This design comes from an exercise in tuning for small area, a short achievable clock period and few clock cycles on the open sky130 flow, not from production work.
Where RTL was checked, it was by simulation tests only, not by an equivalence proof against the original.
Only the layout flow was run in run 5; the RTL was not checked for function there.

==> flow/design.v <==
module half_adder(a,b,s,c); 
  input a,b;
  output s,c;
  xor x1(s,a,b);
  and a1(c,a,b);
endmodule
module full_adder(a,b,cin,cout,sum);
  input a,b,cin;
  output sum,cout;
  wire x,y,z;
  half_adder h1(.a(a),.b(b),.s(x),.c(y));
  half_adder h2(.a(x),.b(cin),.s(sum),.c(z));
  or o1(cout,y,z);
endmodule
module add32(
	input [31:0]A,
	input [31:0]B,
	input c_in,
	output c_out,
	output [31:0]R);
	wire [31:0]c;
	full_adder fa31(A[0],B[0],c_in,c[0],R[0]);
	full_adder fa30(A[1],B[1],c[0],c[1],R[1]);
	full_adder fa29(A[2],B[2],c[1],c[2],R[2]);
	full_adder fa28(A[3],B[3],c[2],c[3],R[3]);
	full_adder fa27(A[4],B[4],c[3],c[4],R[4]);
	full_adder fa26(A[5],B[5],c[4],c[5],R[5]);
	full_adder fa25(A[6],B[6],c[5],c[6],R[6]);
	full_adder fa24(A[7],B[7],c[6],c[7],R[7]);
	full_adder fa23(A[8],B[8],c[7],c[8],R[8]);
	full_adder fa22(A[9],B[9],c[8],c[9],R[9]);
	full_adder fa21(A[10],B[10],c[9],c[10],R[10]);
	full_adder fa20(A[11],B[11],c[10],c[11],R[11]);
	full_adder fa19(A[12],B[12],c[11],c[12],R[12]);
	full_adder fa18(A[13],B[13],c[12],c[13],R[13]);
	full_adder fa17(A[14],B[14],c[13],c[14],R[14]);
	full_adder fa16(A[15],B[15],c[14],c[15],R[15]);
	full_adder fa15(A[16],B[16],c[15],c[16],R[16]);
	full_adder fa14(A[17],B[17],c[16],c[17],R[17]);
	full_adder fa13(A[18],B[18],c[17],c[18],R[18]);
	full_adder fa12(A[19],B[19],c[18],c[19],R[19]);
	full_adder fa11(A[20],B[20],c[19],c[20],R[20]);
	full_adder fa10(A[21],B[21],c[20],c[21],R[21]);
	full_adder fa9(A[22],B[22],c[21],c[22],R[22]);
	full_adder fa8(A[23],B[23],c[22],c[23],R[23]);
	full_adder fa7(A[24],B[24],c[23],c[24],R[24]);
	full_adder fa6(A[25],B[25],c[24],c[25],R[25]);
	full_adder fa5(A[26],B[26],c[25],c[26],R[26]);
	full_adder fa4(A[27],B[27],c[26],c[27],R[27]);
	full_adder fa3(A[28],B[28],c[27],c[28],R[28]);
	full_adder fa2(A[29],B[29],c[28],c[29],R[29]);
	full_adder fa1(A[30],B[30],c[29],c[30],R[30]);
	full_adder fa0(A[31],B[31],c[30],c_out,R[31]);
endmodule
module sub32(A, B, R);
	input [31:0] A;
	input [31:0] B;
	output [31:0] R;
	wire [31:0]notB;
	wire [31:0]compB;
	wire tCout,tCout2;
	localparam zero = 1'b0;
	not not31(notB[31],B[31]);
	not not30(notB[30],B[30]);
	not not29(notB[29],B[29]);
	not not28(notB[28],B[28]);
	not not27(notB[27],B[27]);
	not not26(notB[26],B[26]);
	not not25(notB[25],B[25]);
	not not24(notB[24],B[24]);
	not not23(notB[23],B[23]);
	not not22(notB[22],B[22]);
	not not21(notB[21],B[21]);
	not not20(notB[20],B[20]);
	not not19(notB[19],B[19]);
	not not18(notB[18],B[18]);
	not not17(notB[17],B[17]);
	not not16(notB[16],B[16]);
	not not15(notB[15],B[15]);
	not not14(notB[14],B[14]);
	not not13(notB[13],B[13]);
	not not12(notB[12],B[12]);
	not not11(notB[11],B[11]);
	not not10(notB[10],B[10]);
	not not9(notB[9],B[9]);
	not not8(notB[8],B[8]);
	not not7(notB[7],B[7]);
	not not6(notB[6],B[6]);
	not not5(notB[5],B[5]);
	not not4(notB[4],B[4]);
	not not3(notB[3],B[3]);
	not not2(notB[2],B[2]);
	not not1(notB[1],B[1]);
	not not0(notB[0],B[0]);
	add32 compp1(notB,32'b1,zero,tCout,compB);
	add32 result(A,compB,zero,tCout2,R);
endmodule
module and32 (a, b, out);
input [31:0] a;
input [31:0] b;
output [31:0] out;
and and_0(out[0], b[0], a[0]);
and and_1(out[1], b[1], a[1]);
and and_2(out[2], b[2], a[2]);
and and_3(out[3], b[3], a[3]);
and and_4(out[4], b[4], a[4]);
and and_5(out[5], b[5], a[5]);
and and_6(out[6], b[6], a[6]);
and and_7(out[7], b[7], a[7]);
and and_8(out[8], b[8], a[8]);
and and_9(out[9], b[9], a[9]);
and and_10(out[10], b[10], a[10]);
and and_11(out[11], b[11], a[11]);
and and_12(out[12], b[12], a[12]);
and and_13(out[13], b[13], a[13]);
and and_14(out[14], b[14], a[14]);
and and_15(out[15], b[15], a[15]);
and and_16(out[16], b[16], a[16]);
and and_17(out[17], b[17], a[17]);
and and_18(out[18], b[18], a[18]);
and and_19(out[19], b[19], a[19]);
and and_20(out[20], b[20], a[20]);
and and_21(out[21], b[21], a[21]);
and and_22(out[22], b[22], a[22]);
and and_23(out[23], b[23], a[23]);
and and_24(out[24], b[24], a[24]);
and and_25(out[25], b[25], a[25]);
and and_26(out[26], b[26], a[26]);
and and_27(out[27], b[27], a[27]);
and and_28(out[28], b[28], a[28]);
and and_29(out[29], b[29], a[29]);
and and_30(out[30], b[30], a[30]);
and and_31(out[31], b[31], a[31]);
endmodule
module or32(a, b, out);
input [31:0] a;
input [31:0] b;
output [31:0] out;
or or_0(out[0], b[0], a[0]);
or or_1(out[1], b[1], a[1]);
or or_2(out[2], b[2], a[2]);
or or_3(out[3], b[3], a[3]);
or or_4(out[4], b[4], a[4]);
or or_5(out[5], b[5], a[5]);
or or_6(out[6], b[6], a[6]);
or or_7(out[7], b[7], a[7]);
or or_8(out[8], b[8], a[8]);
or or_9(out[9], b[9], a[9]);
or or_10(out[10], b[10], a[10]);
or or_11(out[11], b[11], a[11]);
or or_12(out[12], b[12], a[12]);
or or_13(out[13], b[13], a[13]);
or or_14(out[14], b[14], a[14]);
or or_15(out[15], b[15], a[15]);
or or_16(out[16], b[16], a[16]);
or or_17(out[17], b[17], a[17]);
or or_18(out[18], b[18], a[18]);
or or_19(out[19], b[19], a[19]);
or or_20(out[20], b[20], a[20]);
or or_21(out[21], b[21], a[21]);
or or_22(out[22], b[22], a[22]);
or or_23(out[23], b[23], a[23]);
or or_24(out[24], b[24], a[24]);
or or_25(out[25], b[25], a[25]);
or or_26(out[26], b[26], a[26]);
or or_27(out[27], b[27], a[27]);
or or_28(out[28], b[28], a[28]);
or or_29(out[29], b[29], a[29]);
or or_30(out[30], b[30], a[30]);
or or_31(out[31], b[31], a[31]);
endmodule
module xor32 (a, b, out);
input [31:0] a;
input [31:0] b;
output [31:0] out;
xor xor_0(out[0], b[0], a[0]);
xor xor_1(out[1], b[1], a[1]);
xor xor_2(out[2], b[2], a[2]);
xor xor_3(out[3], b[3], a[3]);
xor xor_4(out[4], b[4], a[4]);
xor xor_5(out[5], b[5], a[5]);
xor xor_6(out[6], b[6], a[6]);
xor xor_7(out[7], b[7], a[7]);
xor xor_8(out[8], b[8], a[8]);
xor xor_9(out[9], b[9], a[9]);
xor xor_10(out[10], b[10], a[10]);
xor xor_11(out[11], b[11], a[11]);
xor xor_12(out[12], b[12], a[12]);
xor xor_13(out[13], b[13], a[13]);
xor xor_14(out[14], b[14], a[14]);
xor xor_15(out[15], b[15], a[15]);
xor xor_16(out[16], b[16], a[16]);
xor xor_17(out[17], b[17], a[17]);
xor xor_18(out[18], b[18], a[18]);
xor xor_19(out[19], b[19], a[19]);
xor xor_20(out[20], b[20], a[20]);
xor xor_21(out[21], b[21], a[21]);
xor xor_22(out[22], b[22], a[22]);
xor xor_23(out[23], b[23], a[23]);
xor xor_24(out[24], b[24], a[24]);
xor xor_25(out[25], b[25], a[25]);
xor xor_26(out[26], b[26], a[26]);
xor xor_27(out[27], b[27], a[27]);
xor xor_28(out[28], b[28], a[28]);
xor xor_29(out[29], b[29], a[29]);
xor xor_30(out[30], b[30], a[30]);
xor xor_31(out[31], b[31], a[31]);
endmodule
module nor32(a, b, out);
input [31:0] a;
input [31:0] b;
output [31:0] out;
nor nor_0(out[0], b[0], a[0]);
nor nor_1(out[1], b[1], a[1]);
nor nor_2(out[2], b[2], a[2]);
nor nor_3(out[3], b[3], a[3]);
nor nor_4(out[4], b[4], a[4]);
nor nor_5(out[5], b[5], a[5]);
nor nor_6(out[6], b[6], a[6]);
nor nor_7(out[7], b[7], a[7]);
nor nor_8(out[8], b[8], a[8]);
nor nor_9(out[9], b[9], a[9]);
nor nor_10(out[10], b[10], a[10]);
nor nor_11(out[11], b[11], a[11]);
nor nor_12(out[12], b[12], a[12]);
nor nor_13(out[13], b[13], a[13]);
nor nor_14(out[14], b[14], a[14]);
nor nor_15(out[15], b[15], a[15]);
nor nor_16(out[16], b[16], a[16]);
nor nor_17(out[17], b[17], a[17]);
nor nor_18(out[18], b[18], a[18]);
nor nor_19(out[19], b[19], a[19]);
nor nor_20(out[20], b[20], a[20]);
nor nor_21(out[21], b[21], a[21]);
nor nor_22(out[22], b[22], a[22]);
nor nor_23(out[23], b[23], a[23]);
nor nor_24(out[24], b[24], a[24]);
nor nor_25(out[25], b[25], a[25]);
nor nor_26(out[26], b[26], a[26]);
nor nor_27(out[27], b[27], a[27]);
nor nor_28(out[28], b[28], a[28]);
nor nor_29(out[29], b[29], a[29]);
nor nor_30(out[30], b[30], a[30]);
nor nor_31(out[31], b[31], a[31]);
endmodule
module lessthan32 (a, b, out);
input [31:0] a;
input [31:0] b;
output [31:0] out;
wire [31:0] sub1_w;
localparam one = 1'b1;
sub32 sub_1(a, b, sub1_w);
and and_1(out[0], sub1_w[31], one);
assign out[31:1] = 31'b0;
endmodule
module mux8x1(a, b, c, d, e, f, g, h, S,out);
	input a, b, c, d, e, f, g, h;
	input [2:0] S;
	output out;
	wire sNot0;
	wire sNot1;
	wire sNot2;
	wire w1;
	wire w2;
	wire w3;
	wire w4;
	wire w5;
	wire w6;
	wire w7;
	wire w8;
	not (sNot2,S[2]);
	not (sNot1,S[1]);
	not (sNot0,S[0]);
	and (w1,sNot2,sNot1,sNot0,a);
	and (w2,S[2],sNot1,sNot0,b);
	and (w3,sNot2,S[1],sNot0,c);
	and (w4,S[2],S[1],sNot0,d);
	and (w5,sNot2,sNot1,S[0],e);
	and (w6,S[2],sNot1,S[0],f);
	and (w7,sNot2,S[1],S[0],g);
	and (w8,S[2],S[1],S[0],h);
	or (out,w1,w2,w3,w4,w5,w6,w7,w8);
endmodule
module mod_cu(
    input clk,
    input reset,
    input start,
    input less_than_B,   
    output reg save_A,   
    output reg subtract,  
    output reg done       
);
localparam [1:0] 
    first_s = 2'b00,
    secod_s = 2'b01,
    third_s = 2'b10,
    final_s = 2'b11;
reg [1:0] state;
always @(posedge clk or posedge reset) begin
    if (reset)
        state <= first_s;
    else begin
        case (state)
            first_s: state <= start ? secod_s : first_s;
            secod_s: state <= third_s;
            third_s: state <= less_than_B ? final_s : third_s;
            final_s: state <= first_s;
        endcase
    end
end
always @(*) begin
    save_A = (state == secod_s);
    subtract = (state == third_s) && !less_than_B;
    done = (state == final_s);
end
endmodule
module mod_dp(
    input clk,
    input [31:0] A,
    input [31:0] B,
    input save_A,        
    input subtract,      
    output reg [31:0] result,
    output less_than_B   
);
reg [31:0] TEMP;
always @(posedge clk) begin
    if (save_A) begin
        TEMP <= A;
    end
    else if (subtract) begin
        TEMP <= TEMP - B;
    end
end
assign less_than_B = TEMP < B;
always @(posedge clk) begin
    if (less_than_B) begin
        result <= TEMP;
    end
end
endmodule
module mod #(parameter M = 3) (
    input clk,
    input reset,
    input start,
    input [31:0] A,
    input [31:0] B,
    output [31:0] result,
    output done
);
function [4:0] clz32(input [31:0] v);
    reg [15:0] c1; reg [15:0] v1;
    reg [15:0] c2; reg [7:0] v2;
    reg [11:0] c3; reg [3:0] v3;
    reg [7:0] c4; reg [1:0] v4;
    integer i;
    begin
        for (i = 0; i < 16; i = i + 1) begin
            v1[i] = v[2*i+1] | v[2*i];
            c1[i] = ~v[2*i+1];
        end
        for (i = 0; i < 8; i = i + 1) begin
            v2[i] = v1[2*i+1] | v1[2*i];
            c2[2*i+1 -: 2] = v1[2*i+1] ? {1'b0, c1[2*i+1]} : {1'b1, c1[2*i]};
        end
        for (i = 0; i < 4; i = i + 1) begin
            v3[i] = v2[2*i+1] | v2[2*i];
            c3[3*i+2 -: 3] = v2[2*i+1] ? {1'b0, c2[4*i+3 -: 2]} : {1'b1, c2[4*i+1 -: 2]};
        end
        for (i = 0; i < 2; i = i + 1) begin
            v4[i] = v3[2*i+1] | v3[2*i];
            c4[4*i+3 -: 4] = v3[2*i+1] ? {1'b0, c3[6*i+5 -: 3]} : {1'b1, c3[6*i+2 -: 3]};
        end
        clz32 = v4[1] ? {1'b0, c4[7:4]} : {1'b1, c4[3:0]};
    end
endfunction
function [32:0] bksub(input [31:0] r, input [31:0] d);
    reg [31:0] g0, p0, g, p;
    integer i, l;
    begin
        g0 = r & ~d;
        p0 = r ^ ~d;
        g = g0;
        p = p0;
        g[0] = g0[0] | p0[0];
        for (l = 1; l < 32; l = l * 2)
            for (i = 2*l-1; i < 32; i = i + 2*l) begin
                g[i] = g[i] | (p[i] & g[i-l]);
                p[i] = p[i] & p[i-l];
            end
        for (l = 8; l >= 1; l = l / 2)
            for (i = 3*l-1; i < 32; i = i + 2*l) begin
                g[i] = g[i] | (p[i] & g[i-l]);
                p[i] = p[i] & p[i-l];
            end
        bksub = {g[31], p0 ^ {g[30:0], 1'b1}};
    end
endfunction
reg busy;
reg signed [5:0] kt;
reg [31:0] R;
reg [31:0] X;
wire [4:0] lza = clz32(A);
wire [4:0] lzb = clz32(B);
wire [5:0] kd = {1'b0, lzb} - {1'b0, lza};
wire [4:0] k0 = kd[5] ? 5'd0 : kd[4:0];
reg [31:0] r [0:M];
reg [32:0] t [0:M-1];
integer j;
always @(*) begin
    r[0] = R;
    for (j = 0; j < M; j = j + 1) begin
        t[j] = bksub(r[j], X >> j);
        r[j+1] = (kt >= j && t[j][32]) ? t[j][31:0] : r[j];
    end
end
wire last = kt < M;
wire [4:0] kn = busy ? kt[4:0] - M : k0;
assign done = busy && last;
assign result = r[M];
always @(posedge clk or posedge reset) begin
    if (reset)
        busy <= 1'b0;
    else if (busy)
        busy <= !last;
    else
        busy <= start;
end
always @(posedge clk) begin
    if (!busy) begin
        R <= A;
        kt <= {1'b0, k0};
    end else begin
        R <= r[M];
        kt <= kt - M;
    end
    X <= B << kn;
end
endmodule
module alu32(clk,reset,start,a, b, aluop,out,done);
input wire clk;
input wire reset;
input wire start;
input [31:0] a;
input [31:0] b;
input [2:0] aluop;
output reg [31:0] out;
output wire done;
wire [31:0] modres;
wire sub = ~aluop[2];
wire [32:0] sum33 = {a, 1'b1} + {b ^ {32{sub}}, sub};
wire [31:0] sum = sum33[32:1];
mod op8(.clk(clk), .reset(reset), .start(start), .A(a), .B(b), .result(modres), .done(done));
always @(*) begin
    case (aluop)
        3'b000: out = a & b;
        3'b100: out = a | b;
        3'b010: out = a ^ b;
        3'b110: out = ~(a | b);
        3'b001: out = {31'b0, sum[31]};
        3'b101: out = sum;
        3'b011: out = sum;
        default: out = modres;
    endcase
end
endmodule
==> flow/flow/run.sh <==
#!/bin/bash
set -euo pipefail
bash standard.sh "BUFFER_PORTS_ARGS=-buffer_cell sky130_fd_sc_hd__buf_1" SETUP_SLACK_MARGIN=10.75 finish > standard.log 2>&1
==> flow/standard.sh <==
#!/bin/bash
# synth_recipe.tcl (not shown) runs the flow's synth.tcl, then flattens the netlist and writes it again
# the make line also repeats each setting of config.mk as NAME=value (left out here)
make -C /OpenROAD-flow-scripts/flow DESIGN_CONFIG=/design/flow/config.mk WORK_HOME=/design/flow/orfs CLKGATE_MAP_FILE= SYNTH_SCRIPT=/design/flow/synth_recipe.tcl "${@:-finish}"
==> flow/config.mk <==
export PLATFORM = sky130hd
export DESIGN_NAME = alu32
export DESIGN_NICKNAME = alu32
export VERILOG_FILES = /design/flow/design.v
export SDC_FILE = /design/flow/constraint.sdc
export NUM_CORES = 4
export LEC_CHECK = 0
export ABC_AREA = 1
export CAP_MARGIN = 20
export CORE_MARGIN = 2
export CORE_UTILIZATION = 65
export CTS_BUF_LIST = sky130_fd_sc_hd__clkbuf_4 sky130_fd_sc_hd__clkbuf_8
export SLEW_MARGIN = 20
==> flow/constraint.sdc <==
create_clock -name core_clock -period 23.0 [get_ports {clk}]
set_input_delay 4.6000 -clock core_clock [delete_from_list [all_inputs] [get_ports {clk}]]
set_output_delay 4.6000 -clock core_clock [all_outputs]
set_load 0.01 [all_outputs]
==> results of run 1 <==
-- critical path: cells and delay by family --
| family | cells | cell delay, ns |
|---|---|---|
| compound gates | 5 | 1.43 |
| buf+inv | 3 | 0.52 |
| fa+ha+maj | 1 | 0.34 |
| xor+xnor | 2 | 0.32 |
| simple gates | 3 | 0.32 |
-- flip-flops by register name, summed over array words and instances (netlist names) --
| signal | flops |
|---|---|
| op8.R | 32 |
| op8.kt | 6 |
| op8.busy | 1 |
| op8.X | 32 |
-- routing by layer --
layer	global-route usage, %	vias to the layer above
li1	-	7263
met1	55.07	6970
met2	64.24	867
met3	6.104	136
met4	13.81	0
met5	0	-
-- through the flow --
stage | hold slack [ns] | area [µm²]
floorplan | 0.5281 | 13570
global placement | 0.6356 | 14100
detailed placement | 0.6538 | 14100
CTS | 0.6512 | 14610
global route | 0.7584 | 15010
finish | 0.6693 | 15010
-- kinds of logic (layout without fill, tap and decap cells) --
family / after synthesis / after routing / synth area share [%]
simple gates: 916 / 923 / 28.68
fa+ha+maj: 244 / 244 / 25.15
flops: 71 / 71 / 10.51
mux: 3 / 3 / 0.2212
buf+inv: 388 / 468 / 11.13
xor+xnor: 91 / 91 / 5.872
compound gates: 427 / 427 / 18.45
-- Yosys cell counts, types with 10 or more instances --
library cell  count  area share (%)
a21o_1           13            0.72
a21oi_1         111             4.1
a22oi_1          11            0.61
a31oi_1          28             1.3
buf_2            22            0.81
clkbuf_1         45             1.2
dfxtp_1          70              10
fa_1             48             7.1
ha_1            196              18
inv_1           299             8.3
nand2_1         521              14
nand3_1         212             7.8
nand4_1          13            0.60
nor2_1          114             3.2
nor3_1           15            0.55
o2111ai_1        10            0.65
o211ai_1         16            0.88
o21ai_0         154             5.7
o21ai_1          27             1.0
or2_2            10            0.46
xnor2_1          62             4.0
xor2_1           29             1.9
-- timing repair --
item | in CTS | in global routing
cloned | 6 | 4
endpoints found under the setup margin | 32 | 32
pin swaps | 6 | 21
resized for setup | 22 | 70
buffers inserted | 9 | 15
-- path summary, 6_finish.rpt --
check                                  to  slack [ns]  depth (start not counted)
worst max-delay path              out[10]       10.85                         14
worst min-delay path            op8.kt[5]        0.67                          3
worst max register to register  op8.R[19]       15.96                         48
worst min register to register  op8.kt[5]        0.67                          3
max in group asynchronous        op8.busy       18.89                          2
min in group asynchronous        op8.busy        4.02                          2
-- area by class of cell --
| cell class | instances | area, µm² | area share (%) |
|---|---|---|---|
| Multi-Input combinational cell | 1688 | 11000 | 73.27 |
| Sequential cell | 71 | 1428 | 9.509 |
| Inverter | 308 | 1166 | 7.767 |
| Timing Repair Buffer | 144 | 837.1 | 5.575 |
| Tap cell | 270 | 337.8 | 2.250 |
| Clock buffer | 9 | 123.9 | 0.8251 |
| Clock inverter | 7 | 120.1 | 0.8001 |
==> run summary, run 1 <==
Drt via density = 6.102
TritonCTS clock tree = built
Grt ovf = 0
Starting Density = 66.65%
Final setup viols = 0
Worst-path fanout max = 10
Met2 routed WL = 20410 µm
Setup TNS = 0 ns
Max-cap check violation count = 0
I/O pin count = 103
Status = timing/DRC/antenna clean
Crit end category = output port
Share of cells above drive strength 1 = 7.409%
Most frequent cells in the layout = nand2_1 (511), inv_1 (298), nand3_1 (208)
CTS clk-pin slew, worst paths = 0.08 ns
Post-route minimum period = 12.15 ns
Avg Inst Size Synth = 6.343 µm²
Longest Clk Path Bufs = 2
Final setup margin = 10.85 ns
Cells after DPL = 2447
Critical hold path startpoint = op8.kt[4]
GP Congestion = 1.028
Root Buffer = clkbuf_8
# DRC = 0
CTS H-tree lvls = 3
Worst slew pin tran = 1.207 ns
CP required = 18.40 ns
Layout area overhead = 10.61%
Initial antenna violation count = 0
Antenna Cells = 0
IO Port Bufs = 102
Vias = 15240
Yosys warnings = 4
Clock Skew = 0.01550 ns
Most used DFF post-synth = dfxtp_1
Commonest non-fill, non-tap cell in the layout = nand2_1
DRT met1 WL = 18860 µm
Sequential share of the synthesized area = 10.51%
Slowest cell on the critical path = a2111oi_1
Finished Core Util = 73.72%
Asr flop ratio synth = 1.408%
Slew HR = 19.17%
Met3 Wirelength = 4724 µm
Worst Setup Start Kind = primary input
Largest net degree at the start of global routing = 65
Hold buffers post-CTS = 0
Skew-Pair Late Insertion Delay = 0.37 ns
Detailed Routing Iterations Pass 1 = 6
Core Area = 20360 µm²
Worst slack at placement = 10.07 ns
DR iter-0 viols = 1701
RSZ-0062 raised after global routing = true
Number of flops mapped to enable cells by yosys = 0
Synth Instances = 2140
Core Rows = 52
Final slew viol count = 0
Antenna Violating Nets Remaining = 0
Crit path DAT = 7.55 ns
Max frequency = 82.33 MHz
Final Non-Filler Cells = 2497
FILL cells = 1816
Post-synth design cell area = 13570 µm²
Flops & latches, synth = 71
First-pass GRT wire length = 70340 µm
Worst Hold Class = reg -> reg
Total GRT Usage = 40.05%
Post-synthesis net count = 2454
Die Ht = 148.5 µm
Clock sinks = 71
Final WL = 45890 µm
Die width = 148.5 µm
Die area = 22050 µm²
WL/cell = 18.38 µm
Final #Nets = 2536
Worst Setup Path Type = in -> out
Via count of the first global-routing pass = 13870
HPWL after DPL = 34690 µm
Distinct cells, synth = 58
Highest routed layer = met4
Cell chain of the critical path = clkbuf_2, buf_12, xnor2_1, ha_1, a21oi_1, nand2_1, a21oi_2, o21ai_2, a21boi_2, xor2_1, nor2_1, a2111oi_1, nand2_1, buf_1
Worst R2R Start = op8.R[0]
Crit share post-route = 52.81%
Most frequent CP cell = nand2_1
Crit path launch = aluop[2]
Crit path largest cell delay = 0.75 ns
CTS Buf Count = 9
Hold Fails Final Rpt = 0
Testbench counts, summed over its fixed seeds: cycles 4,027.
==> run 2: changes to the inputs <==
--- a/flow/design.v
+++ b/flow/design.v
@@ -341,3 +341,3 @@
 endmodule
-module mod #(parameter M = 3) (
+module mod (
     input clk,
@@ -399,5 +399,5 @@
 reg busy;
-reg signed [5:0] kt;
+reg [3:0] c;
 reg [31:0] R;
-reg [31:0] X;
+reg [33:0] X;
 wire [4:0] lza = clz32(A);
@@ -406,16 +406,19 @@
 wire [4:0] k0 = kd[5] ? 5'd0 : kd[4:0];
-reg [31:0] r [0:M];
-reg [32:0] t [0:M-1];
-integer j;
-always @(*) begin
-    r[0] = R;
-    for (j = 0; j < M; j = j + 1) begin
-        t[j] = bksub(r[j], X >> j);
-        r[j+1] = (kt >= j && t[j][32]) ? t[j][31:0] : r[j];
-    end
-end
-wire last = kt < M;
-wire [4:0] kn = busy ? kt[4:0] - M : k0;
+wire [3:0] c0 = k0 / 5'd3;
+wire [31:0] r1, r2, r3;
+wire [32:0] t0 = bksub(R, X[31:0]);
+assign r1 = (X[33:32] == 2'b00 && t0[32]) ? t0[31:0] : R;
+wire [32:0] t1 = bksub(r1, X[32:1]);
+assign r2 = (!X[33] && t1[32]) ? t1[31:0] : r1;
+wire [32:0] t2 = bksub(r2, X[33:2]);
+assign r3 = t2[32] ? t2[31:0] : r2;
+wire last = c == 4'd0;
+wire [3:0] cn = busy ? c - 4'd1 : c0;
+wire [33:0] b2 = {B, 2'b00};
+wire [33:0] x1 = cn[0] ? {b2[30:0], 3'b0} : b2;
+wire [33:0] x2 = cn[1] ? {x1[27:0], 6'b0} : x1;
+wire [33:0] x3 = cn[2] ? {x2[21:0], 12'b0} : x2;
+wire [33:0] x4 = cn[3] ? {x3[9:0], 24'b0} : x3;
 assign done = busy && last;
-assign result = r[M];
+assign result = r3;
 always @(posedge clk or posedge reset) begin
@@ -431,8 +434,8 @@
         R <= A;
-        kt <= {1'b0, k0};
+        c <= c0;
     end else begin
-        R <= r[M];
-        kt <= kt - M;
+        R <= r3;
+        c <= c - 4'd1;
     end
-    X <= B << kn;
+    X <= x4;
 end
==> run 2 against run 1 <==
  * Sequential share of layout area fell by 0.24 points
  * Worst setup slack worse by 0.24 ns
  * Count of clock-buffer cells in the layout unchanged
  * Global-route usage grew 1.9 points
  * Design area about the same
  * Sequential cell count is 2 lower
  * First-iteration DRC count increased by 19%
  * Cell count decreased by 0.28%
  * Register-to-register slack worse by 0.35 ns
  * Maximum frequency down 1.9%
  * Hold slack worse by 0.077 ns
==> run summary, run 2 <==
Final slew viol count = 0 (unchanged)
Worst-path fanout max = 30 (+20)
RSZ-0062 raised after global routing = true
GP Congestion = 1.044 (+1.5%)
Detailed Routing Iterations Pass 1 = 7 (+1)
Post-synth design cell area = 13530 µm² (-0.34%)
Asr flop ratio synth = 1.449% (+0.041 points)
Number of flops mapped to enable cells by yosys = 0 (unchanged)
Die area = 21980 µm² (-0.34%)
Met2 routed WL = 22720 µm (+11%)
Hold Fails Final Rpt = 0 (unchanged)
Worst Setup Path Type = reg -> out
Most area-consuming cells after synthesis = ha_1 (18%), nand2_1 (15%), nand3_1 (11%)
Worst hold margin = 0.5918 ns (-0.07749 ns)
Skew-Pair Late Insertion Delay = 0.37 ns (about the same)
Via count of the first global-routing pass = 14300 (+3.1%)
Max-cap check violation count = 0 (unchanged)
Highest routed layer = met4
Antenna Violating Nets Remaining = 0 (unchanged)
Crit end category = output port
Largest net degree at the start of global routing = 44 (-32%)
Crit share post-route = 53.84% (+1.0 points)
# DRC = 0 (unchanged)
CTS H-tree lvls = 3 (unchanged)
Share of cells above drive strength 1 = 8.378% (+0.97 points)
Final Non-Filler Cells = 2490 (-0.28%)
Area leader, netlist = ha_1
Layout area overhead = 11.04%
Placed inst area = 14050 µm² (-0.35%)
Cells after DPL = 2454 (+0.29%)
Most frequent cells in the layout = nand2_1 (535), nand3_1 (288), inv_1 (277)
Starting Density = 66.64% (about the same)
Final Instance Area = 15020 µm² (about the same)
DR iter-0 viols = 2022 (+19%)
IO Port Bufs = 102 (unchanged)
Hold buffers post-CTS = 0 (unchanged)
I/O pin count = 103 (unchanged)
Core Rows = 52 (unchanged)
Synth top cells by count = nand2_1 (546), nand3_1 (290), inv_1 (281), ha_1 (196), a21oi_1 (113)
Worst Setup Start Kind = register
CP required = 18.40 ns (about the same)
Sequential share of the synthesized area = 10.25% (-0.26 points)
Clock Skew = 0.01473 ns (-0.0007719 ns)
Avg Inst Size Synth = 6.330 µm² (-0.20%)
Clock sinks = 69 (-2.8%)
CTS clk-pin slew, worst paths = 0.09 ns (about the same)
DRT met1 WL = 19840 µm (+5.2%)
Worst slew pin tran = 1.012 ns (-0.1945 ns)
Drt via density = 6.497 (+6.5%)
Commonest non-fill, non-tap cell in the layout = nand2_1
Slowest cell on the critical path = fa_1
First-pass GRT wire length = 73630 µm (+4.7%)
Antenna Cells = 0 (unchanged)
Total GRT Usage = 41.92% (+1.9 points)
Most frequent CP cell = nand2_1
Max frequency = 80.75 MHz (-1.9%)
Yosys warnings = 2 (-2)
Final WL = 52040 µm (+13%)
Root Buffer = clkbuf_8
WL/cell = 20.90 µm (+14%)
Post-synthesis net count = 2449 (-0.20%)
TritonCTS clock tree = built
Met3 Wirelength = 6189 µm (+31%)
Registers with the most flip-flops = op8.R (32), op8.X (32), op8.c (4)
Setup TNS = 0 ns (unchanged)
Vias = 16180 (+6.2%)
Crit path DAT = 7.78 ns (+0.23 ns)
Status = timing/DRC/antenna clean
Most frequent cell after synthesis = nand2_1
Grt ovf = 0 (unchanged)
Die width = 148.3 µm (-0.17%)
Synth Instances = 2137 (-0.14%)
Most used DFF post-synth = dfxtp_1
Longest Clk Path Bufs = 2 (unchanged)
Initial antenna violation count = 0 (unchanged)
Core Area = 20300 µm² (-0.32%)
Final setup viols = 0 (unchanged)
CTS Buf Count = 9 (unchanged)
Crit path largest cell delay = 0.45 ns (-0.30 ns)
HPWL after DPL = 37180 µm (+7.2%)
Post-route minimum period = 12.38 ns (+0.2384 ns)
Slew HR = 32.43% (+13 points)
Final #Nets = 2527 (-0.35%)
Distinct cells, synth = 59 (+1.7%)
Worst Hold Class = reg -> reg
Die Ht = 148.3 µm (-0.17%)
Flops & latches, synth = 69 (-2.8%)
Yosys top cell area share = 18.13% (+0.062 points)
[run 2: cell types whose count changed after synthesis, sizes merged, moves of 8 or more]
| cell | delta |
|---|---|
| o21ai | -81 |
| nand3 | +77 |
| a221oi | +10 |
| and2 | +12 |
| clkbuf | -8 |
| nor2 | -19 |
| nand3b | +9 |
| nand2 | +22 |
| a21o | +8 |
| nand4 | +10 |
| a31oi | -13 |
[run 2: layout make-up]
cell class	instances	area (µm²)
tap	270	337.8
inverter	302	1144
timing repair buffer	137	762.0
multi-input combinational	1696	11200
clock inverter	7	58.81
clock buffer	9	123.9
sequential	69	1393
fill	1643	5279
[run 2: logic make-up (layout without fill, tap and decap cells)]
kind of cell / Yosys count / count (layout) / synth area share, %
fa+ha+maj: 242 / 242 / 24.94
buf+inv: 372 / 455 / 10.79
compound gates: 332 / 332 / 14.84
flops: 69 / 69 / 10.25
simple gates: 1036 / 1036 / 33.61
xor+xnor: 86 / 86 / 5.568
[run 2: critical path: cells and delay by family (launching register included)]
kind | cells | cell delay, ns
AO/OA/AOI/OAI | 14 | 2.61
XOR/XNOR | 1 | 0.19
adder cells (fa/ha/maj) | 5 | 1.90
buffers and inverters | 4 | 0.58
flip-flops | 1 | 0.31
AND/OR/NAND/NOR | 14 | 1.83
[run 2: through the flow]
stage | setup slack (ns) | utilization (%)
2_1_floorplan | 11.24 | -
3_3_place_gp | 10.63 | 69.20
3_5_place_dp | 10.29 | 69.20
4_1_cts | 10.76 | 71.17
5_1_grt | 10.34 | 74.00
6_report | 10.62 | 74.00
[run 2: timing repair]
item                                    4_1_cts  5_1_grt
gates cloned                                  1        2
gates resized for setup                      32       88
endpoints found under the setup margin       32       32
pin swaps                                     5       20
buffers inserted                              6       10
[run 2: per-layer routing]
metal,up-vias,GRT usage [%]
met5,-,0
met4,0,17.24
met3,297,6.043
met2,1249,66.41
met1,7377,57.44
li1,7254,-
[run 2: path summary, 6_finish.rpt]
kind | start | endpoint | slack (ns) | cells after the start
worst max-delay path | op8.X[17] | out[30] | 10.62 | 38
worst max register to register | op8.X[17] | op8.R[30] | 15.61 | 37
worst min register to register | op8.c[3] | op8.busy | 0.59 | 2
max in group asynchronous | reset | op8.busy | 18.88 | 2
min in group asynchronous | reset | op8.busy | 4.04 | 2
worst min-delay path | op8.c[3] | op8.busy | 0.59 | 2
Testbench counts of run 2, summed over its fixed seeds: cycles 4,027.
==> run 3: changes to the inputs <==
==> flow/flow/run.sh (replaced) <==
#!/bin/bash
set -euo pipefail
bash standard.sh "BUFFER_PORTS_ARGS=-buffer_cell sky130_fd_sc_hd__buf_1" SETUP_SLACK_MARGIN=10.25 finish > standard.log 2>&1
==> run 3 against run 2 <==
  * Still clean on timing, DRC and antenna
  * Worst setup slack got worse by 0.055 ns
  * Critical path depth shrank 20
  * Register-to-register slack about the same
  * Maximum frequency fell by 0.44%
  * Critical path type is now in -> out
==> run summary, run 3 <==
Total GRT Usage = 41.27% (-0.65 points)
Synthesized-area fraction occupied by xor and xnor cells = 5.568% (unchanged)
Asr flop ratio synth = 1.449% (unchanged)
Commonest non-fill, non-tap cell in the layout = nand2_1
Largest family of logic cells by synthesized area = simple AND/OR/NAND/NOR gates
Post-Synth Adder-Cell Area = 24.94% (unchanged)
Skew-Pair Late Insertion Delay = 0.36 ns (about the same)
Buf+Inv Stages, Crit Path = 5 (+1)
Max-cap check violation count = 0 (unchanged)
Worst R2R Start = op8.X[3]
Synth Instances = 2137 (unchanged)
Final Non-Filler Cells = 2477 (-0.52%)
Most frequent cell after synthesis = nand2_1
Worst Setup Start Kind = primary input
Clock Skew = 0.01115 ns (-0.003587 ns)
Most used DFF post-synth = dfxtp_1
Largest net degree at the start of global routing = 44 (unchanged)
Starting Density = 66.64% (unchanged)
CP required = 18.40 ns (about the same)
Cells after DPL = 2454 (unchanged)
Core Area = 20300 µm² (unchanged)
HPWL after DPL = 37180 µm (unchanged)
Crit path launch = aluop[2]
Die area = 21980 µm² (unchanged)
Avg Inst Size Synth = 6.330 µm² (unchanged)
Clock sinks = 69 (unchanged)
Die Ht = 148.3 µm (unchanged)
Number of flops mapped to enable cells by yosys = 0 (unchanged)
DR iter-0 viols = 1665 (-18%)
Sequential share of the synthesized area = 10.25% (unchanged)
Slowest cell on the critical path = buf_4
Setup crit end = out[18]
Final #Nets = 2514 (-0.51%)
Crit path largest cell delay = 0.50 ns (+0.05 ns)
Worst Hold Class = reg -> reg
Post-route minimum period = 12.44 ns (+0.05530 ns)
Final setup viols = 0 (unchanged)
Fraction of synthesized area in multiplexers = 0% (unchanged)
First-pass GRT wire length = 72510 µm (-1.5%)
Yosys warnings = 2 (unchanged)
WL/cell = 19.06 µm (-8.8%)
Core Rows = 52 (unchanged)
IO Port Bufs = 102 (unchanged)
Status = timing/DRC/antenna clean
Final setup margin = 10.56 ns (-0.05530 ns)
Worst Setup Path Type = in -> out
Post-synth design cell area = 13530 µm² (unchanged)
Slew HR = 33.54% (+1.1 points)
Antenna Violating Nets Remaining = 0 (unchanged)
Die width = 148.3 µm (unchanged)
Final WL = 47210 µm (-9.3%)
R2R setup slack = 15.61 ns (about the same)
Crit path max-delay family = compound AO/OA/AOI/OAI gates
Detailed Routing Iterations Pass 1 = 5 (-2)
Initial antenna violation count = 1 (+1)
FILL cells = 1779 (+8.3%)
Compound-Gate Fraction of Synth Area = 14.84% (unchanged)
Most frequent cells in the layout = nand2_1 (544), nand3_1 (290), inv_1 (281)
Registers with the most flip-flops = op8.R (32), op8.X (32), op8.c (4)
Antenna Cells = 0 (unchanged)
I/O pin count = 103 (unchanged)
Longest Clk Path Bufs = 2 (unchanged)
Crit end category = output port
Worst slew pin tran = 0.9958 ns (-0.01656 ns)
Yosys top cell area share = 18.13% (unchanged)
Synth Area in Simple Gates = 33.61% (unchanged)
Via count of the first global-routing pass = 14140 (-1.2%)
Grt ovf = 0 (unchanged)
Post-synthesis net count = 2449 (unchanged)
Max frequency = 80.39 MHz (-0.44%)
GP Congestion = 1.044 (unchanged)
Hold Fails Final Rpt = 0 (unchanged)
# DRC = 0 (unchanged)
Area leader, netlist = ha_1
TritonCTS clock tree = built
Synth top cells by count = nand2_1 (546), nand3_1 (290), inv_1 (281), ha_1 (196), a21oi_1 (113)
Flops & latches, synth = 69 (unchanged)
CTS Buf Count = 9 (unchanged)
Hold buffers post-CTS = 0 (unchanged)
Drt via density = 6.232 (-4.1%)
Setup TNS = 0 ns (unchanged)
Layout area overhead = 7.298%
RR Endpoint = op8.R[30]
CTS H-tree lvls = 3 (unchanged)
Crit share post-route = 54.08% (+0.24 points)
Root Buffer = clkbuf_8
Most area-consuming cells after synthesis = ha_1 (18%), nand2_1 (15%), nand3_1 (11%)
CTS clk-pin slew, worst paths = 0.08 ns (about the same)
Crit path depth = 18 (-53%)
Vias = 15440 (-4.6%)
Worst slack at placement = 10.29 ns (unchanged)
RSZ-0062 raised after global routing = false
Distinct cells, synth = 59 (unchanged)
Worst-case reg-to-reg path depth = 43 (+16%)
Share of cells above drive strength 1 = 5.211% (-3.2 points)
Cell chain of the critical path = clkbuf_2, buf_4, xnor2_1, ha_1, nand3_1, nand2_1, inv_1, o21bai_1, a21oi_1, inv_1, a21oi_1, o21ai_0, a21oi_1, o21ai_0, nand2_1, nor2_1, nand2_1, buf_1
Final slew viol count = 0 (unchanged)
Crit path DAT = 7.84 ns (+0.06 ns)
Worst-path fanout max = 39 (+30%)
## run 3: cell counts after synthesis
No cell type changed its count.
## run 3: worst min-delay path by stage
stage | from | endpoint | slack [ns] | cells after the start
6_report | op8.c[3] | op8.busy | 0.60 | 2
5_1_grt | op8.c[3] | op8.busy | 0.62 | 2
3_3_place_gp | op8.c[3] | op8.busy | 0.55 | 2
2_1_floorplan | op8.c[3] | op8.busy | 0.52 | 2
3_5_place_dp | op8.c[3] | op8.busy | 0.56 | 2
4_1_cts | op8.c[3] | op8.busy | 0.58 | 2
## run 3: per-stage QoR
stage	area (µm²)	util [%]	hold slack (ns)
4_1_cts	14270	70.28	0.5773
2_1_floorplan	13530	-	0.5174
3_3_place_gp	14050	69.20	0.5514
3_5_place_dp	14050	69.20	0.5621
5_1_grt	14510	71.50	0.6154
6_report	14510	71.50	0.5982
## run 3: what timing repair did
action                                  4_1_cts  5_1_grt
pin swaps                                     1        5
gates cloned                                  0        2
gates resized for setup                       7       32
endpoints found under the setup margin       32       32
buffers inserted                              1        4
## run 3: worst reg2reg max path, delay by kind of cell (launching register included)
kind,cells,cell delay [ns]
buf+inv,4,0.44
flops,1,0.37
simple gates,21,2.27
compound gates,12,2.30
xor+xnor,1,0.15
fa+ha+maj,5,1.76
## run 3: routing by layer
metal	wire [µm]	track usage, %	vias to the layer above
li1	-	-	7235
met1	19120	57.06	7026
met2	20580	64.86	1014
met3	5317	6.012	160
met4	2178	16.67	2
met5	13	0	-
## run 3: cells by family after synthesis
logic type	count (synthesis)
AOI/OAI and AO/OA	332
xor gates and xnor gates	86
buffers and inverters	372
adders and majority gates	242
DFF	69
and+or+nand+nor	1036
## run 3: final cells by class
class                      count  area (µm²)  share of cell area (%)
tap                          270       337.8                   2.328
inverter                     302        1139                   7.845
clock buffer                   9       123.9                  0.8535
timing repair buffer         124       613.1                   4.224
multi-input combinational   1696       10860                   74.79
sequential                    69        1386                   9.552
clock inverter                 7       58.81                  0.4052
==> run 4: changes to the inputs <==
==> flow/flow/run.sh (replaced) <==
#!/bin/bash
set -euo pipefail
bash standard.sh "BUFFER_PORTS_ARGS=-buffer_cell sky130_fd_sc_hd__buf_1" SETUP_SLACK_MARGIN=10.5 finish > standard.log 2>&1
==> run 4 against run 3 <==
  * Maximum frequency up 1.5%
  * Synthesized cell count is the same
  * Sequential cell count unchanged
  * Utilization grew 0.48 points
  * Global-route usage rose by 0.18 points
  * Clock skew up 0.0026 ns
  * Worst setup slack gained 0.18 ns
  * Critical endpoint is now out[30]
  * Via count about the same
  * Still clean on timing, DRC and antenna
  * Sequential share of layout area hardly changed
==> run summary, run 4 <==
Core Rows = 52 (unchanged)
I/O pin count = 103 (unchanged)
Compound-Gate Fraction of Synth Area = 14.84% (unchanged)
Hold buffers post-CTS = 0 (unchanged)
Worst Setup Path Type = reg -> out
Final setup viols = 0 (unchanged)
Worst-path fanout max = 16 (-59%)
Worst Setup Start Kind = register
Root Buffer = clkbuf_8
Number of flops mapped to enable cells by yosys = 0 (unchanged)
Die Ht = 148.3 µm (unchanged)
Slew HR = 31.47% (-2.1 points)
Via count of the first global-routing pass = 14170 (+0.21%)
CTS H-tree lvls = 3 (unchanged)
Post-synthesis net count = 2449 (unchanged)
DR iter-0 viols = 1800 (+8.1%)
Sequential share of the synthesized area = 10.25% (unchanged)
Area leader, netlist = ha_1
Yosys top cell area share = 18.13% (unchanged)
RR Endpoint = op8.R[30]
Avg Inst Size Synth = 6.330 µm² (unchanged)
Core Area = 20300 µm² (unchanged)
Largest net degree at the start of global routing = 44 (unchanged)
TritonCTS clock tree = built
IO Port Bufs = 102 (unchanged)
Commonest non-fill, non-tap cell in the layout = nand2_1
Final setup margin = 10.74 ns (+0.1816 ns)
Skew-Pair Late Insertion Delay = 0.37 ns (about the same)
Layout area overhead = 8.020%
Crit share post-route = 53.30% (-0.79 points)
Crit path largest cell delay = 0.45 ns (-0.05 ns)
Yosys warnings = 2 (unchanged)
Multi-input logic area = 10920 µm² (+0.63%)
Hold Fails Final Rpt = 0 (unchanged)
Max frequency = 81.58 MHz (+1.5%)
Hold path depth = 2 (unchanged)
Critical hold path startpoint = op8.c[3]
Post-route minimum period = 12.26 ns (-0.1816 ns)
GP Congestion = 1.044 (unchanged)
Final slew viol count = 0 (unchanged)
Flops & latches, synth = 69 (unchanged)
Synthesized-area fraction occupied by xor and xnor cells = 5.568% (unchanged)
Fraction of synthesized area in multiplexers = 0% (unchanged)
Synth top cells by count = nand2_1 (546), nand3_1 (290), inv_1 (281), ha_1 (196), a21oi_1 (113)
Die area = 21980 µm² (unchanged)
Clock Skew = 0.01377 ns (+0.002628 ns)
Drt via density = 6.229 (about the same)
R2R setup slack = 15.73 ns (+0.12 ns)
Hold-critical path endpoint = op8.busy
Distinct cells, synth = 59 (unchanged)
Most frequent cells in the layout = nand2_1 (540), nand3_1 (289), inv_1 (280)
WL/cell = 19.40 µm (+1.8%)
Most used DFF post-synth = dfxtp_1
Clock sinks = 69 (unchanged)
Antenna Cells = 0 (unchanged)
Synth Instances = 2137 (unchanged)
RSZ-0062 raised after global routing = true
Status = timing/DRC/antenna clean
Total GRT Usage = 41.45% (+0.18 points)
CTS clk-pin slew, worst paths = 0.09 ns (about the same)
Share of cells above drive strength 1 = 6.024% (+0.81 points)
Registers with the most flip-flops = op8.R (32), op8.X (32), op8.c (4)
Grt ovf = 0 (unchanged)
Most frequent CP cell = nand2_1
Setup TNS = 0 ns (unchanged)
Die width = 148.3 µm (unchanged)
Most frequent cell after synthesis = nand2_1
FF/Latch Area = 1389 µm² (+0.18%)
# DRC = 0 (unchanged)
Final WL = 48080 µm (+1.8%)
Worst Hold Class = reg -> reg
Post-synth design cell area = 13530 µm² (unchanged)
CP required = 18.40 ns (about the same)
Slowest cell on the critical path = fa_1
FILL cells = 1766 (-0.73%)
CTS Buf Count = 9 (unchanged)
Initial antenna violation count = 0 (-1)
Vias = 15440 (-0.0065%)
Most area-consuming cells after synthesis = ha_1 (18%), nand2_1 (15%), nand3_1 (11%)
Detailed Routing Iterations Pass 1 = 6 (+1)
Antenna Violating Nets Remaining = 0 (unchanged)
Synth Area in Simple Gates = 33.61% (unchanged)
Finished Core Util = 71.98% (+0.48 points)
Crit end category = output port
HPWL after DPL = 37180 µm (unchanged)
Largest family of logic cells by synthesized area = simple AND/OR/NAND/NOR gates
Longest Clk Path Bufs = 2 (unchanged)
First-pass GRT wire length = 72870 µm (+0.50%)
Worst-case reg-to-reg path depth = 41 (-4.7%)
Post-Synth Adder-Cell Area = 24.94% (unchanged)
Worst slew pin tran = 1.027 ns (+0.03106 ns)
Max-cap check violation count = 0 (unchanged)
Crit path DAT = 7.66 ns (-0.18 ns)
Starting Density = 66.64% (unchanged)
Asr flop ratio synth = 1.449% (unchanged)
Worst R2R Start = op8.X[11]
Final #Nets = 2515 (+0.040%)
Worst slack at placement = 10.29 ns (unchanged)
run 4: cell counts after synthesis:
Identical to the previous run, type by type.
run 4: timing repair:
item	CTS	global route
endpoints found under the setup margin	32	32
resized for setup	16	51
pin swaps	1	8
buffers inserted	2	4
cloned	0	2
run 4: cells by family after synthesis:
kind of cell,count (synthesis)
and+or+nand+nor,1036
xor gates and xnor gates,86
DFF,69
AOI/OAI and AO/OA,332
buffers and inverters,372
adders and majority gates,242
run 4: worst max-delay path: cells and delay by family, from the launching register on:
| kind | cells | cell delay [ns] |
|---|---|---|
| AO/OA/AOI/OAI | 11 | 1.96 |
| buffers and inverters | 7 | 0.85 |
| adder cells (fa/ha/maj) | 5 | 1.85 |
| flip-flops | 1 | 0.38 |
| XOR/XNOR | 1 | 0.17 |
| AND/OR/NAND/NOR | 18 | 2.03 |
run 4: worst max path at each step:
stage,cells after the start,slack (ns),to,start
floorplan,15,11.24,out[31],aluop[2]
global placement,14,10.63,out[20],aluop[2]
detailed placement,43,10.29,out[7],op8.X[3]
CTS,42,10.50,out[26],op8.X[3]
global route,46,10.41,out[30],op8.X[2]
finish,42,10.74,out[30],op8.X[11]
run 4: through the flow:
stage	instance area [µm²]	hold WS, ns	cells
5_1_grt	14610	0.6154	2478
6_report	14610	0.6035	2478
3_3_place_gp	14050	0.5514	2454
4_1_cts	14300	0.5773	2472
2_1_floorplan	13530	0.5174	2137
3_5_place_dp	14050	0.5621	2454
run 4: per-layer routing:
metal	GRT usage, %	share of wire [%]	vias up
met3	6.135	11	160
met1	57.28	40	7063
met4	16.29	4.4	0
met2	65.32	44	979
met5	0	0	-
li1	-	-	7234
run 4: area by class of cell:
type	instances	share of cell area (%)
flip-flops and latches	69	9.505
well taps	270	2.312
clock inverters	7	0.4025
clock buffers	9	0.8478
inverters	302	7.810
repair buffers	125	4.359
multi-input cells	1696	74.76
==> run 5: changes to the inputs <==
--- a/flow/design.v
+++ b/flow/design.v
@@ -341,3 +341,3 @@
 endmodule
-module mod (
+module mod #(parameter M = 3) (
     input clk,
@@ -350,48 +350,13 @@
 );
-function [4:0] clz32(input [31:0] v);
-    reg [15:0] c1; reg [15:0] v1;
-    reg [15:0] c2; reg [7:0] v2;
-    reg [11:0] c3; reg [3:0] v3;
-    reg [7:0] c4; reg [1:0] v4;
+function [5:0] clz32(input [31:0] v);
     integer i;
+    reg found;
     begin
-        for (i = 0; i < 16; i = i + 1) begin
-            v1[i] = v[2*i+1] | v[2*i];
-            c1[i] = ~v[2*i+1];
-        end
-        for (i = 0; i < 8; i = i + 1) begin
-            v2[i] = v1[2*i+1] | v1[2*i];
-            c2[2*i+1 -: 2] = v1[2*i+1] ? {1'b0, c1[2*i+1]} : {1'b1, c1[2*i]};
-        end
-        for (i = 0; i < 4; i = i + 1) begin
-            v3[i] = v2[2*i+1] | v2[2*i];
-            c3[3*i+2 -: 3] = v2[2*i+1] ? {1'b0, c2[4*i+3 -: 2]} : {1'b1, c2[4*i+1 -: 2]};
-        end
-        for (i = 0; i < 2; i = i + 1) begin
-            v4[i] = v3[2*i+1] | v3[2*i];
-            c4[4*i+3 -: 4] = v3[2*i+1] ? {1'b0, c3[6*i+5 -: 3]} : {1'b1, c3[6*i+2 -: 3]};
-        end
-        clz32 = v4[1] ? {1'b0, c4[7:4]} : {1'b1, c4[3:0]};
-    end
-endfunction
-function [32:0] bksub(input [31:0] r, input [31:0] d);
-    reg [31:0] g0, p0, g, p;
-    integer i, l;
-    begin
-        g0 = r & ~d;
-        p0 = r ^ ~d;
-        g = g0;
-        p = p0;
-        g[0] = g0[0] | p0[0];
-        for (l = 1; l < 32; l = l * 2)
-            for (i = 2*l-1; i < 32; i = i + 2*l) begin
-                g[i] = g[i] | (p[i] & g[i-l]);
-                p[i] = p[i] & p[i-l];
-            end
-        for (l = 8; l >= 1; l = l / 2)
-            for (i = 3*l-1; i < 32; i = i + 2*l) begin
-                g[i] = g[i] | (p[i] & g[i-l]);
-                p[i] = p[i] & p[i-l];
+        clz32 = 6'd32;
+        found = 1'b0;
+        for (i = 31; i >= 0; i = i - 1)
+            if (!found && v[i]) begin
+                clz32 = 31 - i;
+                found = 1'b1;
             end
-        bksub = {g[31], p0 ^ {g[30:0], 1'b1}};
     end
@@ -399,26 +364,24 @@
 reg busy;
-reg [3:0] c;
+reg [4:0] k;
 reg [31:0] R;
-reg [33:0] X;
-wire [4:0] lza = clz32(A);
-wire [4:0] lzb = clz32(B);
-wire [5:0] kd = {1'b0, lzb} - {1'b0, lza};
-wire [4:0] k0 = kd[5] ? 5'd0 : kd[4:0];
-wire [3:0] c0 = k0 / 5'd3;
-wire [31:0] r1, r2, r3;
-wire [32:0] t0 = bksub(R, X[31:0]);
-assign r1 = (X[33:32] == 2'b00 && t0[32]) ? t0[31:0] : R;
-wire [32:0] t1 = bksub(r1, X[32:1]);
-assign r2 = (!X[33] && t1[32]) ? t1[31:0] : r1;
-wire [32:0] t2 = bksub(r2, X[33:2]);
-assign r3 = t2[32] ? t2[31:0] : r2;
-wire last = c == 4'd0;
-wire [3:0] cn = busy ? c - 4'd1 : c0;
-wire [33:0] b2 = {B, 2'b00};
-wire [33:0] x1 = cn[0] ? {b2[30:0], 3'b0} : b2;
-wire [33:0] x2 = cn[1] ? {x1[27:0], 6'b0} : x1;
-wire [33:0] x3 = cn[2] ? {x2[21:0], 12'b0} : x2;
-wire [33:0] x4 = cn[3] ? {x3[9:0], 24'b0} : x3;
+wire [5:0] lza = clz32(A);
+wire [5:0] lzb = clz32(B);
+wire [6:0] kd = {1'b0, lzb} - {1'b0, lza};
+wire [4:0] k0 = kd[6] ? 5'd0 : (kd[5] ? 5'd31 : kd[4:0]);
+wire [4:0] kin = busy ? k : k0;
+wire [31:0] rin = busy ? R : A;
+wire [31:0] X = B << kin;
+reg [31:0] r [0:M];
+reg [32:0] t [0:M-1];
+integer j;
+always @(*) begin
+    r[0] = rin;
+    for (j = 0; j < M; j = j + 1) begin
+        t[j] = {1'b0, r[j]} - {1'b0, X >> j};
+        r[j+1] = (kin >= j && !t[j][32]) ? t[j][31:0] : r[j];
+    end
+end
+wire last = kin < M;
 assign done = busy && last;
-assign result = r3;
+assign result = r[M];
 always @(posedge clk or posedge reset) begin
@@ -432,10 +395,4 @@
 always @(posedge clk) begin
-    if (!busy) begin
-        R <= A;
-        c <= c0;
-    end else begin
-        R <= r3;
-        c <= c - 4'd1;
-    end
-    X <= x4;
+    R <= r[M];
+    k <= last ? 5'd0 : kin - M;
 end
@@ -452,3 +409,3 @@
 wire [31:0] modres;
-wire sub = ~aluop[2];
+wire sub = ~(aluop[2] & ~aluop[1]);
 wire [32:0] sum33 = {a, 1'b1} + {b ^ {32{sub}}, sub};
==> flow/run.sh (new file) <==
#!/bin/bash
# synth_recipe.tcl (not shown) runs the flow's synth.tcl, then flattens the netlist and writes it again
# the make line also repeats each setting of config.mk as NAME=value (left out here)
make -C /OpenROAD-flow-scripts/flow DESIGN_CONFIG=/design/flow/config.mk WORK_HOME=/design/flow/orfs CLKGATE_MAP_FILE= SYNTH_SCRIPT=/design/flow/synth_recipe.tcl finish
--- a/flow/config.mk
+++ b/flow/config.mk
@@ -7,7 +7,5 @@
 export LEC_CHECK = 0
-export ABC_AREA = 1
 export CAP_MARGIN = 20
 export CORE_MARGIN = 2
-export CORE_UTILIZATION = 65
-export CTS_BUF_LIST = sky130_fd_sc_hd__clkbuf_4 sky130_fd_sc_hd__clkbuf_8
+export CORE_UTILIZATION = 40
 export SLEW_MARGIN = 20
removed: flow/flow/run.sh
removed: flow/standard.sh
==> run 5 against run 4 <==
  * Critical endpoint is now out[19]
  * Highest routed layer is now met5
  * Non-clock buffer count rose by 172
  * Utilization is 21 points lower
==> run summary, run 5 <==
Worst slew pin tran = 0.9779 ns (-0.04899 ns)
Most frequent cells in the layout = nor2_1 (208), ha_1 (191), buf_4 (183)
Final Non-Filler Cells = 2641 (+6.6%)
Commonest non-fill, non-tap cell in the layout = nor2_1
Crit path largest cell delay = 0.53 ns (+0.08 ns)
Worst Setup Start Kind = primary input
Cells after DPL = 2614 (+6.5%)
Final setup viols = 0 (unchanged)
Largest net degree at the start of global routing = 75 (+70%)
# DRC = 0 (unchanged)
Vias = 15980 (+3.5%)
Worst hold margin = 0.8161 ns (+0.2126 ns)
Longest Clk Path Bufs = 2 (unchanged)
First-pass GRT wire length = 86440 µm (+19%)
Slew HR = 34.21% (+2.7 points)
Status = timing/DRC/antenna clean
Detailed Routing Iterations Pass 1 = 6 (unchanged)
CTS Buf Count = 5 (-4)
Area leader, netlist = ha_1
Total GRT Usage = 30.46% (-11 points)
Clock Skew = 0.006493 ns (-0.007281 ns)
Sequential share of the synthesized area = 5.487% (-4.8 points)
Post-route minimum period = 22.50 ns (+10.25 ns)
Crit end category = output port
Critical hold path startpoint = op8.k[2]
Final #Nets = 2455 (-2.4%)
Starting Density = 40.50% (-26 points)
Largest family of logic cells by synthesized area = compound AO/OA/AOI/OAI gates
Worst R2R Start = op8.busy
Yosys warnings = 4 (+2)
Most frequent cell after synthesis = nor2_1
Crit path DAT = 17.90 ns (+10.24 ns)
Registers with the most flip-flops = op8.R (32), op8.k (5), op8.busy (1)
Slowest cell on the critical path = clkdlybuf4s50_1
Number of flops mapped to enable cells by yosys = 0 (unchanged)
Avg Inst Size Synth = 7.088 µm² (+12%)
HPWL after DPL = 46490 µm (+25%)
Yosys top cell area share = 17.66% (-0.47 points)
Final slew viol count = 0 (unchanged)
Most used DFF post-synth = dfxtp_1
Register with the most flip-flops = op8.R
Final Instance Area = 17460 µm² (+20%)
I/O pin count = 103 (unchanged)
Compound-Gate Fraction of Synth Area = 31.59% (+17 points)
Max frequency = 44.44 MHz (-46%)
Share of cells above drive strength 1 = 17.21% (+11 points)
Hold-critical path endpoint = op8.k[0]
Synthesized-area fraction occupied by xor and xnor cells = 8.912% (+3.3 points)
Skew-Pair Late Insertion Delay = 0.30 ns (-0.07 ns)
Antenna Violating Nets Remaining = 0 (unchanged)
Setup TNS = 0 ns (unchanged)
CP required = 18.40 ns (about the same)
Largest register FFs = 32
Synth top cells by count = nor2_1 (211), a21oi_1 (203), ha_1 (197), nand2_1 (157), o21ai_0 (138)
Core Rows = 68 (+31%)
Post-Synth Adder-Cell Area = 18.38% (-6.6 points)
Distinct cells, synth = 82 (+39%)
GP Congestion = 1.011 (-3.1%)
TritonCTS clock tree = built
RR Endpoint = op8.R[13]
R2R setup slack = 12.35 ns (-3.38 ns)
Worst-case reg-to-reg path depth = 48 (+17%)
DR iter-0 viols = 1479 (-18%)
WL/cell = 21.55 µm (+11%)
Flops & latches, synth = 38 (-45%)
CTS H-tree lvls = 2 (-1)
Synth Instances = 1969 (-7.9%)
Die width = 190.8 µm (+29%)
Worst Hold Class = reg -> reg
Placed inst area = 16610 µm² (+18%)
Core Area = 34460 µm² (+70%)
Clock sinks = 38 (-45%)
Hold Fails Final Rpt = 0 (unchanged)
Most area-consuming cells after synthesis = ha_1 (18%), a21oi_1 (7.3%), xnor2_1 (6.7%)
FILL cells = 3441 (+95%)
Initial antenna violation count = 1 (+1)
Grt ovf = 0 (unchanged)
Final WL = 56920 µm (+18%)
IO Port Bufs = 102 (unchanged)
CTS clk-pin slew, worst paths = 0.07 ns (-0.02 ns)
Fraction of synthesized area in multiplexers = 11.75% (+12 points)
Max-cap check violation count = 0 (unchanged)
Worst Setup Path Type = in -> out
Asr flop ratio synth = 2.632% (+1.2 points)
Crit share post-route = 97.85% (+45 points)
Die area = 36400 µm² (+66%)
Worst-path fanout max = 26 (+10)
Synth Area in Simple Gates = 18.13% (-15 points)
Drt via density = 6.051 (-2.9%)
Via count of the first global-routing pass = 15360 (+8.4%)
Post-synthesis net count = 2240 (-8.5%)
Root Buffer = clkbuf_16
Hold path depth = 3 (+1)
Die Ht = 190.8 µm (+29%)
Layout area overhead = 25.12%
Post-synth design cell area = 13960 µm² (+3.2%)
run 5: worst max path at each step:
| stage | startpoint | end | slack, ns | depth (start not counted) |
|---|---|---|---|---|
| finish | a[28] | out[19] | 0.50 | 62 |
| global route | a[28] | out[14] | -0.04 | 62 |
| CTS | a[31] | out[19] | 0.02 | 60 |
| detailed placement | a[31] | out[12] | -0.81 | 58 |
| global placement | a[31] | out[12] | -0.67 | 57 |
| floorplan | b[30] | out[21] | 1.18 | 60 |
run 5: logic make-up after synthesis:
logic type               after synthesis
AND/OR/NAND/NOR                      556
multiplexers                         150
AO/OA/AOI/OAI                        676
adder cells (fa/ha/maj)              203
XOR/XNOR                             142
flip-flops                            38
buffers and inverters                204
run 5: cell type report:
class / count / area, µm² / share of cell area [%]
inverter: 115 / 431.7 / 2.472
clock buffer: 5 / 125.1 / 0.7165
sequential: 38 / 767.0 / 4.392
antenna: 1 / 2.502 / 0.01433
timing repair buffer: 297 / 2605 / 14.92
clock inverter: 3 / 68.82 / 0.3941
tap: 455 / 569.3 / 3.260
multi-input combinational: 1727 / 12890 / 73.83
run 5: critical path, delay by kind of cell:
kind,cells,cell delay (ns)
compound gates,24,4.98
fa+ha+maj,5,1.60
buf+inv,13,2.75
mux,5,1.18
simple gates,15,2.75
run 5: what timing repair did:
action	in CTS	in global routing
pin swaps	1	17
buffers inserted	2	13
setup endpoints to repair	32	32
cloned	0	3
gates resized for setup	17	96
hold buffers	0	0
run 5: stage by stage:
step | util, % | setup WS, ns
finish | 50.68 | 0.4956
CTS | 49.07 | 0.01658
floorplan | - | 1.183
global placement | 48.21 | -0.6682
global route | 50.67 | -0.03934
detailed placement | 48.21 | -0.8130
run 5: layer usage:
| layer | vias up | GRT usage, % | part of all wire (%) |
|---|---|---|---|
| met5 | - | 0 | 0.023 |
| met4 | 2 | 10.52 | 3.4 |
| met3 | 108 | 2.540 | 6.6 |
| met2 | 687 | 49.04 | 44 |
| met1 | 7549 | 42.41 | 46 |
| li1 | 7635 | - | - |

[re-timing with driven ports]
The results above use ideal ports. As a check the final layouts listed here were re-extracted and re-timed, cells and wires unchanged. Step 1 (the two cells are an assumption about what drives the block):
set clk [get_ports {clk}]
set_driving_cell -lib_cell sky130_fd_sc_hd__clkbuf_16 $clk
set_driving_cell -lib_cell sky130_fd_sc_hd__buf_2 [delete_from_list [all_inputs] $clk]
Step 2 times the ports against the registers' clock, not the clock port: input delays grow and output delays shrink by t, the midpoint of the rising clock arrivals with the driver on. Three values: ideal, step 1, step 2; two values: the first two.
run	t, ns	setup WS [ns]	worst setup path at the end	worst data-port slew with drivers (ns)
run 1	0.408	10.854 / 10.830 / 10.830	input to output	0.04
run 2	0.400	10.616 / 10.578 / 10.857	input to output	0.04
run 3	0.397	10.561 / 10.532 / 10.532	input to output	0.04
run 4	0.400	10.742 / 10.702 / 10.727	input to output	0.04
run 5	0.351	0.496 / 0.472 / 0.472	input to output	0.04
After both steps setup and hold are still met in every run listed. The setup slack of run 3, which loses most, moves by -0.029 ns with the drivers and by -0.029 ns with both steps.
